Context: an optimization exercise on an open-source flow, tuned for small area. The choices shown serve that exercise and are no tape-out recipe. The RTL was checked by simulation tests, not by an equivalence proof against the original design. Power is estimated from default activity; no workload was simulated.

==> garnet: inputs <==
// simple_gemac
module simple_gemac(
   input clk, input reset,
   output reg GMII_TX_EN, output reg GMII_TX_ER, output reg [7:0] GMII_TXD,
   input GMII_RX_DV, input GMII_RX_ER, input [7:0] GMII_RXD,
   input pause_req, input [15:0] pause_time_req, input pause_respect_en,
   input [47:0] ucast_addr, input [47:0] mcast_addr,
   input pass_ucast, input pass_mcast, input pass_bcast, input pass_pause, input pass_all,
   output [7:0] rx_data, output reg rx_valid, output rx_error, output reg rx_ack,
   input [7:0] tx_data, input tx_valid, input tx_error, output tx_ack
    );
   reg rst, rst_int;
   always @(posedge clk or posedge reset)
     if(reset)
       {rst,rst_int} <= 2'b11;
     else
       {rst,rst_int} <= {rst_int,1'b0};
   localparam RX_IDLE 		  = 5'd0;
   localparam RX_PREAMBLE 	  = 5'd1;
   localparam RX_FRAME 		  = 5'd2;
   localparam RX_GOODFRAME 	  = 5'd3;
   localparam RX_DO_PAUSE 	  = 5'd4;
   localparam RX_ERROR 		  = 5'd5;
   localparam RX_DROP 		  = 5'd6;
   localparam RX_PAUSE 		  = 5'd16;
   localparam RX_PAUSE_CHK88 	  = 5'd21;
  ...
Settings: LEC_CHECK=0, CAP_MARGIN=20, CORE_MARGIN=2, CORE_UTILIZATION=70, PLACE_DENSITY=0.8, SLEW_MARGIN=20; clock period 8.0 ns.
standard.sh (not shown) runs the stock make flow with config.mk's settings and CLKGATE_MAP_FILE= SYNTH_SCRIPT=/design/flow/synth_recipe.tcl, a recipe that flattens the netlist after the stock synthesis.
==> flow/flow/run.sh <==
#!/bin/bash
# Own layout flow: the standard flow, with
#  - the combinational logic of the standard synthesis re-mapped by ABC for area
#    (registers kept exactly as the standard synthesis made them): ABC runs with
#    several seeds from two starting netlists, keeping the smallest,
#  - small port buffers (every port still gets its own buffer),
#  - a clock tree of clkbuf_8 clusters and no dummy loads.
set -euo pipefail
cd "$(dirname "$0")/.."
W=$PWD
R=$W/orfs/results/$FLOW_PLATFORM/simple_gemac/base

export BUFFER_PORTS_ARGS="-buffer_cell sky130_fd_sc_hd__buf_1"
export CTS_ARGS="-sink_clustering_enable -repair_clock_nets -buf_list sky130_fd_sc_hd__clkbuf_8 -root_buf sky130_fd_sc_hd__clkbuf_8 -dont_use_dummy_load -sink_clustering_size 18 -sink_clustering_max_diameter 70"

# standard synthesis, and a second one with ABC's area script as another starting point
bash standard.sh synth > $W/flow_synth.log 2>&1
sed -e "s#WORK_HOME=[^ ]*#WORK_HOME=$W/orfs_alt#" -e "s#^make #make ABC_AREA=1 #" standard.sh > $W/standard_alt.sh
bash $W/standard_alt.sh synth > $W/flow_synth_alt.log 2>&1 || true
RA=$W/orfs_alt/results/$FLOW_PLATFORM/simple_gemac/base

cp $R/1_2_yosys.v $W/1_2_yosys.standard.v
flops() { grep -E '^\s*sky130_fd_sc_hd__(df|edf|sdf|dl)' "$1" | awk '{print $1, $2}' | sort; }
flops $W/1_2_yosys.standard.v > $W/flops.standard.txt

mkdir -p $W/resynth
# ABC scripts: deep synthesis with several random seeds, then area mapping
for seed in 0 1 2 3 4 5; do
  printf 'strash\n&get -n\n&syn4\n&deepsyn -S %d -T 60\n&dch -f\n&nf -R 1000\n&put\n' $seed > $W/resynth/s$seed.abc
done
jobs=()
for start in $W/1_2_yosys.standard.v $RA/1_2_yosys.v; do
  [ -f $start ] || continue
  for seed in 0 1 2 3 4 5; do
    jobs+=("$start $W/resynth/s$seed.abc")
  done
done
i=0
for j in "${jobs[@]}"; do
  i=$((i+1)); set -- $j
  echo "$1 $W/resynth/c$i.v $2 $W/resynth/c$i.log"
done > $W/resynth/jobs.txt
xargs -P ${NUM_CORES:-4} -L 1 bash flow/resynth.ys.sh < $W/resynth/jobs.txt || true

best=$W/1_2_yosys.standard.v
bestarea=1e12
bestarea=${bestarea:-1e12}
for c in $W/resynth/c*.v; do
  [ -f $c ] || continue
  flops $c > ${c%.v}.flops
  if ! cmp -s ${c%.v}.flops $W/flops.standard.txt; then echo "$c: registers differ, skipped"; continue; fi
  a=$(grep -E "Chip area" ${c%.v}.log | tail -1 | awk "{print \$NF}" || true)
  [ -n "$a" ] || continue
  echo "$c: $a"
  if awk -v a="$a" -v b="$bestarea" 'BEGIN{exit !(a<b)}'; then best=$c; bestarea=$a; fi
done > $W/flow_resynth_pick.log
echo "picked $best $bestarea" >> $W/flow_resynth_pick.log

cp $best $R/1_2_yosys.v
touch $R/1_2_yosys.v
bash standard.sh finish > $W/flow_finish.log 2>&1
Other scripts of this flow, unchanged in this note and not shown: flow/flow/resynth.ys.sh
==> inputs of nickel, as changes to garnet <==
--- a/flow/design.v
+++ b/flow/design.v
@@ -230,32 +230,20 @@
      else if(rx_state == RX_PAUSE_STORE_LSB)
        pause_quanta_rcvd[7:0] <= rxd_d1;
    reg pqval_d1;
    always @(posedge clk)
      pqval_d1 <= (rx_state == RX_DO_PAUSE);    
-   reg [15:0] pause_hi;
-   reg [5:0]  pause_lo;
+   reg [21:0] pause_quanta_counter;
    reg 	      paused;
-   wire       pause_lo_z = (pause_lo == 6'd0);
-   wire       pause_cnt_nz = (pause_hi != 16'd0) | ~pause_lo_z;
+   wire       pause_cnt_nz = (pause_quanta_counter != 22'd0);
    always @(posedge clk or posedge rst)
      if(rst)
-       begin
-	  pause_hi <= 16'd0;
-	  pause_lo <= 6'd0;
-       end
+       pause_quanta_counter <= 22'd0;
      else if(pqval_d1)
-       begin
-	  pause_hi <= pause_quanta_rcvd;
-	  pause_lo <= 6'd0;
-       end
+       pause_quanta_counter <= {pause_quanta_rcvd, 6'b0};
      else if(pause_cnt_nz & paused)
-       begin
-	  pause_lo <= {pause_lo[4:0], pause_lo[5] ^ pause_lo[4] ^ (pause_lo[4:0] == 5'd0)};
-	  if(pause_lo_z)
-	    pause_hi <= pause_hi - 16'd1;
-       end
+       pause_quanta_counter <= pause_quanta_counter - 22'd1;
    wire pause_apply = pause_respect_en & pause_cnt_nz;
    localparam TX_IDLE  = 4'd0;
    localparam TX_HDR   = 4'd1;     
    localparam TX_FIRST = 4'd2;
    localparam TX_INF   = 4'd3;
@@ -362,13 +350,16 @@
        7'd19 : pause_dat <= 8'h88;
        7'd20 : pause_dat <= 8'h08;
        7'd21 : pause_dat <= 8'h00;
        7'd22 : pause_dat <= 8'h01;
        7'd23 : pause_dat <= pause_time_held[15:8];
-       default : pause_dat <= pause_time_held[7:0];    
+       7'd24 : pause_dat <= pause_time_held[7:0];
      endcase
    wire tx_data_st = (tx_state == TX_FIRST) | (tx_state == TX_INF) | (tx_state == TX_INF2);
+   wire tx_fcs_next = ((tx_state == TX_INF2) & ~tx_error & ~tx_valid) |
+		      ((tx_state == TX_PAD) & (tx_ctr == 7'd68)) |
+		      (tx_state == TX_CRC0) | (tx_state == TX_CRC1) | (tx_state == TX_CRC2);
    wire [31:0] tx_crc_next;
    always @(posedge clk)
      if(rst)
        begin
 	  tx_en_pre <= 1'b0;
@@ -379,10 +370,13 @@
        begin
 	  tx_en_pre <= ~tx_idle & (tx_state != TX_CRC3);
 	  tx_er_pre <= (tx_state == TX_ERR);
 	  if((tx_state == TX_HDR) | (tx_state == TX_PHDR))
 	    txd_pre <= (tx_ctr < 7'd7) ? 8'h55 : (tx_ctr == 7'd7) ? 8'hD5 : pause_dat;
+	  else if(tx_fcs_next)
+	    txd_pre <= ~{tx_crc_next[24],tx_crc_next[25],tx_crc_next[26],tx_crc_next[27],
+			 tx_crc_next[28],tx_crc_next[29],tx_crc_next[30],tx_crc_next[31]};
 	  else if(tx_data_st & tx_valid)
 	    txd_pre <= tx_data;
 	  else
 	    txd_pre <= 8'h00;
        end
@@ -399,11 +393,10 @@
    assign tx_ack = (tx_state == TX_FIRST);
    always @(posedge clk)
      begin
 	GMII_TX_EN <= tx_en_pre;
 	GMII_TX_ER <= tx_er_pre;
-	GMII_TXD   <= tx_in_crc ? ~{tx_crc[24],tx_crc[25],tx_crc[26],tx_crc[27],
-				    tx_crc[28],tx_crc[29],tx_crc[30],tx_crc[31]} : txd_pre;
+	GMII_TXD   <= txd_pre;
      end
    always @(posedge clk)
      paused <= pause_apply & (paused | tx_idle);
 endmodule
==> flow/flow/run.sh (replaced) <==
#!/bin/bash
# Own layout flow: the standard flow, with
#  - the combinational logic of the standard synthesis re-mapped by ABC for area
#    (registers kept exactly as the standard synthesis made them),
#  - small port buffers (every port still gets its own buffer),
#  - a clock tree of smaller buffers and no dummy loads.
set -euo pipefail
cd "$(dirname "$0")/.."
W=$PWD
R=$W/orfs/results/$FLOW_PLATFORM/simple_gemac/base

export BUFFER_PORTS_ARGS="-buffer_cell sky130_fd_sc_hd__buf_1"
export CTS_ARGS="-sink_clustering_enable -repair_clock_nets -buf_list sky130_fd_sc_hd__clkbuf_8 -root_buf sky130_fd_sc_hd__clkbuf_8 -dont_use_dummy_load -sink_clustering_size 20 -sink_clustering_max_diameter 50"

bash standard.sh synth > $W/flow_synth.log 2>&1
cp $R/1_2_yosys.v $W/1_2_yosys.standard.v
bash flow/resynth.ys.sh $W/1_2_yosys.standard.v $W/1_2_yosys.resynth.v $W/flow/area.abc $W/flow_resynth.log
cp $W/1_2_yosys.resynth.v $R/1_2_yosys.v
touch $R/1_2_yosys.v
bash standard.sh finish > $W/flow_finish.log 2>&1
==> flow/flow/area.abc (new file) <==
strash
&get -n
&deepsyn -T 60
&dch -f
&nf -R 1000
&put
==> inputs of amber, as changes to garnet <==
--- a/flow/design.v
+++ b/flow/design.v
@@ -69,16 +69,22 @@
      if(reset)
        {rst,rst_int} <= 2'b11;
      else
        {rst,rst_int} <= {rst_int,1'b0};
    localparam RX_IDLE 		  = 5'd0;
-   localparam RX_PREAMBLE 	  = 5'd1;
-   localparam RX_FRAME 		  = 5'd2;
-   localparam RX_GOODFRAME 	  = 5'd3;
-   localparam RX_DO_PAUSE 	  = 5'd4;
-   localparam RX_ERROR 		  = 5'd5;
-   localparam RX_DROP 		  = 5'd6;
+   localparam RX_IDLE_A 	  = 5'd1;     
+   localparam RX_IDLE_P 	  = 5'd2;     
+   localparam RX_FRAME_G 	  = 5'd3;     
+   localparam RX_ERROR 		  = 5'd4;
+   localparam RX_ERROR_A 	  = 5'd5;     
+   localparam RX_ERROR_P 	  = 5'd6;     
+   localparam RX_ERROR_G 	  = 5'd7;     
+   localparam RX_PREAMBLE 	  = 5'd8;
+   localparam RX_FRAME 		  = 5'd9;
+   localparam RX_GOODFRAME 	  = 5'd10;
+   localparam RX_DO_PAUSE 	  = 5'd11;
+   localparam RX_DROP 		  = 5'd12;
    localparam RX_PAUSE 		  = 5'd16;
    localparam RX_PAUSE_CHK88 	  = 5'd21;
    localparam RX_PAUSE_CHK08 	  = 5'd22;
    localparam RX_PAUSE_CHK00 	  = 5'd23;
    localparam RX_PAUSE_CHK01 	  = 5'd24;
@@ -104,16 +110,17 @@
 	rx_dl5 <= rx_dl4;
 	rx_dl6 <= rx_dl5;
      end
    assign rx_data = rx_dl6;
    reg [4:0] rx_state;
-   wire rx_idle = (rx_state == RX_IDLE);
-   assign rx_error = (rx_state == RX_ERROR);
-   wire rx_calc = (rx_state == RX_FRAME) | rx_state[4];
-   reg go_filt;
-   always @(posedge clk)
-     go_filt <= (rx_state == RX_PREAMBLE) & (rxd_d1 == 8'hD5);
+   wire rx_idle  = (rx_state[4:2] == 3'b000) & (rx_state[1:0] != 2'b11);
+   assign rx_error = (rx_state[4:2] == 3'b001);
+   wire rx_frame = (rx_state == RX_FRAME) | (rx_state == RX_FRAME_G);
+   wire rx_calc  = rx_frame | rx_state[4];
+   wire go_filt  = (rx_state[4:3] == 2'b00) & (rx_state[1:0] == 2'b11);
+   wire pqval_d1 = (rx_state[4:3] == 2'b00) & (rx_state[1:0] == 2'b10);
+   always @* rx_ack = (rx_state[4:3] == 2'b00) & (rx_state[1:0] == 2'b01);
    reg [2:0] af_pos;      
    reg af_u, af_m, af_b, af_p;
    always @(posedge clk)
      if(rst)
        af_pos <= 3'd0;
@@ -132,11 +139,10 @@
        3'd2 : begin u_byte = ucast_addr[31:24]; m_byte = mcast_addr[31:24]; p_byte = 8'hC2; end
        3'd3 : begin u_byte = ucast_addr[23:16]; m_byte = mcast_addr[23:16]; p_byte = 8'h00; end
        3'd4 : begin u_byte = ucast_addr[15:8];  m_byte = mcast_addr[15:8];  p_byte = 8'h00; end
        default : begin u_byte = ucast_addr[7:0]; m_byte = mcast_addr[7:0]; p_byte = 8'h01; end
      endcase
-   wire af_cont = go_filt;
    always @(posedge clk)
      begin
 	af_u <= (go_filt | af_u) & (rxd_d1 == u_byte);
 	af_m <= (go_filt | af_m) & (rxd_d1 == m_byte);
 	af_b <= (go_filt | af_b) & (rxd_d1 == 8'hFF);
@@ -146,15 +152,10 @@
    wire is_pause = af_done & af_p;
    wire keep_packet = pass_all | (af_done & ((pass_ucast & af_u) | (pass_mcast & af_m) |
 					     (pass_bcast & af_b) | (pass_pause & af_p)));
    always @(posedge clk)
      if(rst)
-       rx_ack <= 1'b0;
-     else
-       rx_ack <= (rx_state == RX_GOODFRAME);
-   always @(posedge clk)
-     if(rst)
        rx_valid <= 1'b0;
      else if(keep_packet)
        rx_valid <= 1'b1;
      else if(rx_idle | rx_error)
        rx_valid <= 1'b0;
@@ -174,66 +175,82 @@
      if(rx_calc)
        rx_crc <= rx_crc_next;
      else
        rx_crc <= 32'hffffffff;
    wire match_crc = (rx_crc == 32'hc704_dd7b);
-   always @(posedge clk)
-     if(rst)
-       rx_state <= RX_IDLE;
-     else if(rx_er_d1)
-       rx_state <= RX_ERROR;
+   reg [4:0] rx_next;
+   always @*
+     if(rx_er_d1)
+       rx_next = RX_ERROR;
      else
        case(rx_state)
-	 RX_IDLE :
+	 RX_IDLE, RX_IDLE_A, RX_IDLE_P :
 	   if(rx_dv_d1)
 	     if(rxd_d1 == 8'h55)
-	       rx_state <= RX_PREAMBLE;
+	       rx_next = RX_PREAMBLE;
 	     else
-	       rx_state <= RX_ERROR;
+	       rx_next = RX_ERROR;
+	   else
+	     rx_next = RX_IDLE;
 	 RX_PREAMBLE :
 	   if(~rx_dv_d1)
-	     rx_state <= RX_ERROR;
+	     rx_next = RX_ERROR;
 	   else if(rxd_d1 == 8'hD5)
-	     rx_state <= RX_FRAME;
+	     rx_next = RX_FRAME;
 	   else if(rxd_d1 != 8'h55)
-	     rx_state <= RX_ERROR;
-	 RX_FRAME :
+	     rx_next = RX_ERROR;
+	   else
+	     rx_next = RX_PREAMBLE;
+	 RX_FRAME, RX_FRAME_G :
 	   if(is_pause)
-	     rx_state <= RX_PAUSE;
+	     rx_next = RX_PAUSE;
 	   else if(~rx_dv_d1)
 	     if(match_crc)
-	       rx_state <= RX_GOODFRAME;
+	       rx_next = RX_GOODFRAME;
 	     else
-	       rx_state <= RX_ERROR;
+	       rx_next = RX_ERROR;
+	   else
+	     rx_next = RX_FRAME;
 	 RX_PAUSE_CHK88 :
-	   rx_state <= (rxd_d1 != 8'h88) ? RX_DROP : RX_PAUSE_CHK08;
+	   rx_next = (rxd_d1 != 8'h88) ? RX_DROP : RX_PAUSE_CHK08;
 	 RX_PAUSE_CHK08 :
-	   rx_state <= (rxd_d1 != 8'h08) ? RX_DROP : RX_PAUSE_CHK00;
+	   rx_next = (rxd_d1 != 8'h08) ? RX_DROP : RX_PAUSE_CHK00;
 	 RX_PAUSE_CHK00 :
-	   rx_state <= (rxd_d1 != 8'h00) ? RX_DROP : RX_PAUSE_CHK01;
+	   rx_next = (rxd_d1 != 8'h00) ? RX_DROP : RX_PAUSE_CHK01;
 	 RX_PAUSE_CHK01 :
-	   rx_state <= (rxd_d1 != 8'h01) ? RX_DROP : RX_PAUSE_STORE_MSB;
+	   rx_next = (rxd_d1 != 8'h01) ? RX_DROP : RX_PAUSE_STORE_MSB;
 	 RX_PAUSE_WAIT_CRC :
 	   if(pkt_long_enough)
-	     rx_state <= match_crc ? RX_DO_PAUSE : RX_DROP;
+	     rx_next = match_crc ? RX_DO_PAUSE : RX_DROP;
+	   else
+	     rx_next = RX_PAUSE_WAIT_CRC;
 	 RX_DO_PAUSE, RX_GOODFRAME :
-	   rx_state <= RX_IDLE;
-	 RX_DROP, RX_ERROR :
-	   if(~rx_dv_d1)
-	     rx_state <= RX_IDLE;
+	   rx_next = RX_IDLE;
+	 RX_DROP :
+	   rx_next = rx_dv_d1 ? RX_DROP : RX_IDLE;
+	 RX_ERROR, RX_ERROR_A, RX_ERROR_P, RX_ERROR_G :
+	   rx_next = rx_dv_d1 ? RX_ERROR : RX_IDLE;
 	 default :
-	   rx_state <= rx_state + 5'd1;
+	   rx_next = rx_state + 5'd1;
        endcase
+   always @(posedge clk)
+     if(rst)
+       rx_state <= RX_IDLE;
+     else if(rx_state == RX_GOODFRAME)
+       rx_state <= {rx_next[4:2], 2'b01};        
+     else if(rx_state == RX_DO_PAUSE)
+       rx_state <= {rx_next[4:2], 2'b10};        
+     else if((rx_state == RX_PREAMBLE) & (rxd_d1 == 8'hD5))
+       rx_state <= rx_er_d1 | ~rx_dv_d1 ? RX_ERROR_G : RX_FRAME_G;
+     else
+       rx_state <= rx_next;
    reg [15:0] pause_quanta_rcvd;
    always @(posedge clk)
      if(rx_state == RX_PAUSE_STORE_MSB)
        pause_quanta_rcvd[15:8] <= rxd_d1;
      else if(rx_state == RX_PAUSE_STORE_LSB)
        pause_quanta_rcvd[7:0] <= rxd_d1;
-   reg pqval_d1;
-   always @(posedge clk)
-     pqval_d1 <= (rx_state == RX_DO_PAUSE);    
    reg [15:0] pause_hi;
    reg [5:0]  pause_lo;
    reg 	      paused;
    wire       pause_lo_z = (pause_lo == 6'd0);
    wire       pause_cnt_nz = (pause_hi != 16'd0) | ~pause_lo_z;
@@ -261,23 +278,24 @@
    localparam TX_INF   = 4'd3;
    localparam TX_INF2  = 4'd4;
    localparam TX_PAD   = 4'd5;
    localparam TX_ERR   = 4'd6;
    localparam TX_PHDR  = 4'd7;     
+   localparam TX_IDLE_E = 4'd8;    
    localparam TX_CRC0  = 4'd12;
    localparam TX_CRC1  = 4'd13;
    localparam TX_CRC2  = 4'd14;
    localparam TX_CRC3  = 4'd15;
    reg [3:0] tx_state;
    reg [6:0] tx_ctr;
-   wire      tx_idle = (tx_state == TX_IDLE);
+   wire      tx_idle = (tx_state[2:0] == 3'd0);    
    wire      tx_in_crc = (tx_state[3:2] == 2'b11);
    wire      tx_ctr_z = (tx_ctr == 7'd0);
    reg 	     send_pause;
    reg [15:0] pause_time_held;
    reg [7:0]  pause_dat;
-   reg 	      tx_en_pre, tx_er_pre;
+   wire       tx_en_pre, tx_er_pre;
    reg [7:0]  txd_pre;
    reg [31:0] tx_crc;
    always @(posedge clk)
      if(rst)
        send_pause <= 1'b0;
@@ -297,20 +315,21 @@
      else
        begin
 	  case(tx_state)
 	    TX_CRC3 : tx_ctr <= 7'd116;   
 	    TX_ERR  : tx_ctr <= 7'd0;
-	    TX_IDLE : if(~tx_ctr_z) tx_ctr <= tx_ctr + 7'd1;
+	    TX_IDLE, TX_IDLE_E : if(~tx_ctr_z) tx_ctr <= tx_ctr + 7'd1;
 	    default : tx_ctr <= tx_ctr + 7'd1;
 	  endcase
 	  case(tx_state)
-	    TX_IDLE :
-	      if(tx_ctr_z)
-		if(send_pause)
-		  tx_state <= TX_PHDR;
-		else if(tx_valid & ~pause_apply)
-		  tx_state <= TX_HDR;
+	    TX_IDLE, TX_IDLE_E :
+	      if(tx_ctr_z & send_pause)
+		tx_state <= TX_PHDR;
+	      else if(tx_ctr_z & tx_valid & ~pause_apply)
+		tx_state <= TX_HDR;
+	      else
+		tx_state <= TX_IDLE;
 	    TX_HDR :
 	      if(tx_ctr == 7'd7)
 		tx_state <= TX_FIRST;
 	    TX_FIRST :
 	      if(tx_error)
@@ -335,11 +354,13 @@
 	      if(tx_ctr == 7'd68)
 		tx_state <= TX_CRC0;
 	    TX_PHDR :
 	      if(tx_ctr == 7'd25)
 		tx_state <= TX_PAD;
-	    TX_ERR, TX_CRC3 :
+	    TX_ERR :
+	      tx_state <= TX_IDLE_E;
+	    TX_CRC3 :
 	      tx_state <= TX_IDLE;
 	    TX_CRC0, TX_CRC1, TX_CRC2 :
 	      tx_state <= tx_state + 4'd1;
 	    default :
 	      tx_state <= TX_IDLE;
@@ -364,23 +385,23 @@
        7'd21 : pause_dat <= 8'h00;
        7'd22 : pause_dat <= 8'h01;
        7'd23 : pause_dat <= pause_time_held[15:8];
        default : pause_dat <= pause_time_held[7:0];    
      endcase
+   assign tx_er_pre = (tx_state == TX_IDLE_E);
+   assign tx_en_pre = (((tx_state == TX_HDR) | (tx_state == TX_PHDR)) & ~tx_ctr_z) |
+		      (tx_state == TX_FIRST) | (tx_state == TX_INF) | (tx_state == TX_INF2) |
+		      (tx_state == TX_PAD) | (tx_state == TX_ERR) | tx_in_crc | (tx_state == TX_IDLE_E);
    wire tx_data_st = (tx_state == TX_FIRST) | (tx_state == TX_INF) | (tx_state == TX_INF2);
    wire [31:0] tx_crc_next;
    always @(posedge clk)
      if(rst)
        begin
-	  tx_en_pre <= 1'b0;
-	  tx_er_pre <= 1'b0;
 	  txd_pre   <= 8'h00;
        end
      else
        begin
-	  tx_en_pre <= ~tx_idle & (tx_state != TX_CRC3);
-	  tx_er_pre <= (tx_state == TX_ERR);
 	  if((tx_state == TX_HDR) | (tx_state == TX_PHDR))
 	    txd_pre <= (tx_ctr < 7'd7) ? 8'h55 : (tx_ctr == 7'd7) ? 8'hD5 : pause_dat;
 	  else if(tx_data_st & tx_valid)
 	    txd_pre <= tx_data;
 	  else
==> comparison <==
Global-route usage: nickel > amber > garnet. garnet finished with timing, DRC and antenna clean. amber finished with timing, DRC and antenna clean. nickel finished with timing, DRC and antenna clean. Critical path depth: nickel > garnet > amber. Via count: garnet < amber < nickel. Clock power, lowest first: amber, garnet, nickel. Sequential share of layout area: amber is lower than garnet (0.47 points). Area after synthesis: amber < garnet < nickel.

## what the ideal ports hide
Ports are ideal in the flow. The routed layouts listed here were re-timed in OpenROAD.
Step 1 assumes that a clkbuf_16 drives the clock port and a buf_2 every other input.
Step 2 also shifts input and output timing later by t, the mid clock arrival at the registers, as if the neighbouring blocks saw the same clock.
a / b / c = ideal ports / drivers / drivers and shift; a / b = the first two.
run | shift t [ns] | setup WS [ns] | worst register clock-pin slew, ns
garnet | 0.548 | 3.973 / 3.973 / 3.973 | 0.12 / 0.12
nickel | 0.546 | 2.983 / 2.983 / 2.983 | 0.11 / 0.11
amber | 0.542 | 4.513 / 4.513 / 4.513 | 0.12 / 0.12
After both steps setup and hold are still met in every run listed.
